This is an optimization exercise on Yosys and OpenROAD, whose aim is small area and a short achievable clock period, not a production implementation. No activity file was given, so power comes from the tool's default toggle rates.

==> flow/design.v <==
module Top #(
   parameter N = 16
) (
   input TDI,
   input TMS,
   input TCK,
   input [N-1:0] sys_pin_a,
   input [N-1:0] sys_pin_b,
   input sys_pin_cin,
   input sys_pin_sel,
   output [N-1:0] sys_pin_sum,
   output sys_pin_co,
   output TDO
);
   localparam [3:0] TLR = 4'hF, RTI = 4'hC, SEL_DR = 4'h7, CAP_DR = 4'h6,
                    SH_DR = 4'h2, EX1_DR = 4'h1, PAU_DR = 4'h3, EX2_DR = 4'h0,
                    UPD_DR = 4'h5, SEL_IR = 4'h4, CAP_IR = 4'hE, SH_IR = 4'hA,
                    EX1_IR = 4'h9, PAU_IR = 4'hB, EX2_IR = 4'h8, UPD_IR = 4'hD;
   reg [3:0] st;
   reg [3:0] st_nx;
   always @(*) begin
      case (st)
         TLR:     st_nx = TMS ? TLR : RTI;
         RTI:     st_nx = TMS ? SEL_DR : RTI;
         SEL_DR:  st_nx = TMS ? SEL_IR : CAP_DR;
         CAP_DR:  st_nx = TMS ? EX1_DR : SH_DR;
         SH_DR:   st_nx = TMS ? EX1_DR : SH_DR;
         EX1_DR:  st_nx = TMS ? UPD_DR : PAU_DR;
         PAU_DR:  st_nx = TMS ? EX2_DR : PAU_DR;
         EX2_DR:  st_nx = TMS ? UPD_DR : SH_DR;
         UPD_DR:  st_nx = TMS ? SEL_DR : RTI;
         SEL_IR:  st_nx = TMS ? TLR : CAP_IR;
         CAP_IR:  st_nx = TMS ? EX1_IR : SH_IR;
         SH_IR:   st_nx = TMS ? EX1_IR : SH_IR;
         EX1_IR:  st_nx = TMS ? UPD_IR : PAU_IR;
         PAU_IR:  st_nx = TMS ? EX2_IR : PAU_IR;
         EX2_IR:  st_nx = TMS ? UPD_IR : SH_IR;
         default: st_nx = TMS ? SEL_DR : RTI;   
      endcase
   end
   always @(posedge TCK) st <= st_nx;
   wire shift_dr = (st == SH_DR);
   wire capture_dr = (st == CAP_DR);
   wire shift_ir = (st == SH_IR);
   wire capture_ir = (st == CAP_IR);
   wire update_dr = TMS & ((st == EX1_DR) | (st == EX2_DR));
   wire update_ir = TMS & ((st == EX1_IR) | (st == EX2_IR));
   wire reset_ir = TMS & ((st == TLR) | (st == SEL_IR));
   reg ir1_sr1, ir2_sr1;
   reg br1, br2;
   reg mode1, byp1, mode2, byp2;
   always @(posedge TCK) begin
      if (shift_ir) begin
         ir1_sr1 <= br1;
         ir2_sr1 <= br2;
      end else if (capture_ir) begin
         ir1_sr1 <= 1'b1;
         ir2_sr1 <= 1'b1;
      end
   end
   always @(posedge TCK) begin
      if (reset_ir) begin
         mode1 <= 1'b0;
         byp1  <= 1'b1;
         mode2 <= 1'b0;
         byp2  <= 1'b1;
      end else if (update_ir) begin
         mode1 <= ~br1;
         byp1  <= br1 & ir1_sr1;
         mode2 <= ~br2;
         byp2  <= br2 & ir2_sr1;
      end
   end
   wire sel = sys_pin_sel;
   wire a0 = sys_pin_a[0];
   wire b0 = sys_pin_b[0];
   wire [16:0] add1 = {1'b0, sys_pin_a} + {1'b0, sys_pin_b} + {16'd0, sys_pin_cin};
   wire [16:0] fast1 = sel ? {a0, {11{b0}}, a0, 2'b00, a0 ^ b0, a0} : add1;
   reg [16:0] uo1, uf1, uo2, uf2;
   wire [16:0] s1 = mode1 ? uo1 : fast1;
   wire x2 = s1[0];
   wire [16:0] g2 = sel ? {x2, {12{x2}}, 3'b000, x2} : {s1[15], s1[14:0], s1[16]};
   wire pass = ~mode1 & ~mode2 & ~sel;
   wire xo = mode1 ? uo1[0] : a0;
   wire [16:0] other = mode2 ? uo2 :
                       sel ? {xo, {12{xo}}, 3'b000, xo} :
                       {uo1[15], uo1[14:0], uo1[16]};
   wire [16:0] outv = pass ? {add1[15], add1[14:0], add1[16]} : other;
   assign sys_pin_sum = outv[15:0];
   assign sys_pin_co = outv[16];
   wire [16:0] adder1_out = mode1 ? uf1 : fast1;
   wire [16:0] adder2_out = mode2 ? uf2 : g2;
   reg [50:0] c1, c2;
   wire dr1 = byp1 ? br1 : c1[50];   
   wire [50:0] p1 = {adder1_out, sel, sys_pin_cin, sys_pin_b, sys_pin_a};
   wire [50:0] p2 = {adder2_out, sel, s1[16], s1[15:0], s1[15:0]};
   wire hold_dr = (st == EX1_DR) | (st == PAU_DR) | (st == EX2_DR);
   wire shift_any = shift_dr | shift_ir;
   wire capture_any = capture_dr | capture_ir;
   wire load_dr = ~(shift_dr | hold_dr | update_dr);
   wire load_dr1 = ~(shift_dr | hold_dr);
   always @(posedge TCK) begin
      c1[33:0] <= ({34{shift_dr}} & {c1[32:0], TDI}) | ({34{hold_dr & ~update_dr}} & c1[33:0]) |
                  ({34{update_dr}} & c2[33:0]) | ({34{load_dr}} & p1[33:0]);
      c1[50:34] <= ({17{shift_dr}} & c1[49:33]) | ({17{hold_dr}} & c1[50:34]) |
                   ({17{load_dr1}} & p1[50:34]);
      c2 <= ({51{shift_dr}} & {c2[49:0], dr1}) | ({51{hold_dr}} & c2) | ({51{load_dr1}} & p2);
   end
   always @(posedge TCK) begin
      if (shift_any) begin
         br1 <= TDI;
         br2 <= shift_dr ? dr1 : ir1_sr1;
      end else if (capture_any) begin
         br1 <= 1'b0;
         br2 <= 1'b0;
      end
   end
   wire [16:0] r1;
   Ripple rip1 (.a(c1[15:0]), .b(c1[31:16]), .cin(c1[32]), .s(r1));
   wire ua1 = c1[0], ub1 = c1[16];
   wire [16:0] f1 = c1[33] ? {ua1, {11{ub1}}, ua1, 2'b00, ua1 ^ ub1, ua1} : r1;
   always @(posedge TCK) begin
      if (update_dr) begin
         uo1 <= c1[50:34];
         uo2 <= c2[50:34];
         uf1 <= f1;
      end
      if (st == UPD_DR) uf2 <= f1;
   end
   assign TDO = shift_ir ? ir2_sr1 : shift_dr ? (byp2 ? br2 : c2[50]) : 1'b0;
endmodule
module Ripple (
   input [15:0] a,
   input [15:0] b,
   input cin,
   output [16:0] s
);
   wire [16:0] c;
   assign c[0] = cin;
   genvar i;
   generate
      for (i = 0; i < 16; i = i + 1) begin : bit_
         assign s[i] = a[i] ^ b[i] ^ c[i];
         assign c[i+1] = (a[i] & b[i]) | (c[i] & (a[i] ^ b[i]));
      end
   endgenerate
   assign s[16] = c[16];
endmodule
Settings: LEC_CHECK=0, CAP_MARGIN=20, CORE_MARGIN=2, CORE_UTILIZATION=40, SLEW_MARGIN=20; clock period 24.0 ns.
standard.sh (not shown) runs the stock make flow with config.mk's settings and CLKGATE_MAP_FILE= SYNTH_SCRIPT=/design/flow/synth_recipe.tcl, a recipe that flattens the netlist after the stock synthesis.
==> flow/flow/run.sh <==
#!/bin/bash
# Standard synthesis, then the standard layout with timing repair that
# aims for extra setup slack and cell sizing not limited to the same footprint.
set -euo pipefail
MARGIN=$(cat flow/margin.txt)
bash standard.sh synth > synth.log 2>&1
bash standard.sh SETUP_SLACK_MARGIN=$MARGIN MATCH_CELL_FOOTPRINT=0 finish > layout.log 2>&1
==> flow/flow/margin.txt <==
13
The first run completed without violations.
Next try:
==> flow/flow/run.sh (replaced) <==
#!/bin/bash
# Standard synthesis, then the standard layout with: timing repair that
# aims for extra setup slack (so the input-to-output paths are optimised
# beyond what the clock period needs), cell sizing not limited to the same
# footprint, and a stronger buffer on each port.
set -euo pipefail
MARGIN=$(cat flow/margin.txt)
bash standard.sh synth > synth.log 2>&1
bash standard.sh SETUP_SLACK_MARGIN=$MARGIN MATCH_CELL_FOOTPRINT=0 \
  "BUFFER_PORTS_ARGS=-buffer_cell sky130_fd_sc_hd__buf_4" finish > layout.log 2>&1
After rerunning: Cell area is lower by 4.6%. Non-clock buffer count is lower by 29. Synthesized area is unchanged. Power is lower by 0.43%. Die area is unchanged. Wire length is lower by 4.6%.
Next try:
==> flow/flow/run.sh (replaced) <==
#!/bin/bash
# Standard synthesis and layout; the layout's timing repair aims for extra
# setup slack (SETUP_SLACK_MARGIN) so that the input-to-output paths are
# optimised beyond the clock period's requirement.
set -euo pipefail
MARGIN=$(cat flow/margin.txt)
bash standard.sh synth > synth.log 2>&1
bash standard.sh SETUP_SLACK_MARGIN=$MARGIN finish > layout.log 2>&1
==> flow/flow/margin.txt (replaced) <==
12
Design area fell slightly. Maximum frequency drops slightly. Routed wire length rose slightly. Worst hold slack stays flat. Sequential share of layout area rose by 0.35 points.
No functional check of the RTL was part of any run of this note.

[re-timing with driven ports]
No port has a modelled driver above. Below, the same layouts with a new extraction and two added sets of constraints. Step 1 assumes that a clkbuf_16 drives the clock port and a buf_2 every other input. Step 2 moves the port delays by t, midway between the first and last clock arrival at a register: inputs arrive t later, outputs are due t later. That takes back most of the time a late clock gives input paths. Slacks: ideal / step 1 / step 2; pairs: ideal / step 1.
run	t (ns)	slack for setup (ns)	pins driven straight from the clock port
the first run	0.474	12.079 / 12.040 / 12.040	1
the second run	0.471	12.156 / 12.118 / 12.118	1
the third run	0.476	12.066 / 12.044 / 12.044	1
After both steps every run listed still meets setup and hold. The setup slack of the first run, which loses most, moves by -0.039 ns with the drivers and by -0.039 ns with both steps.
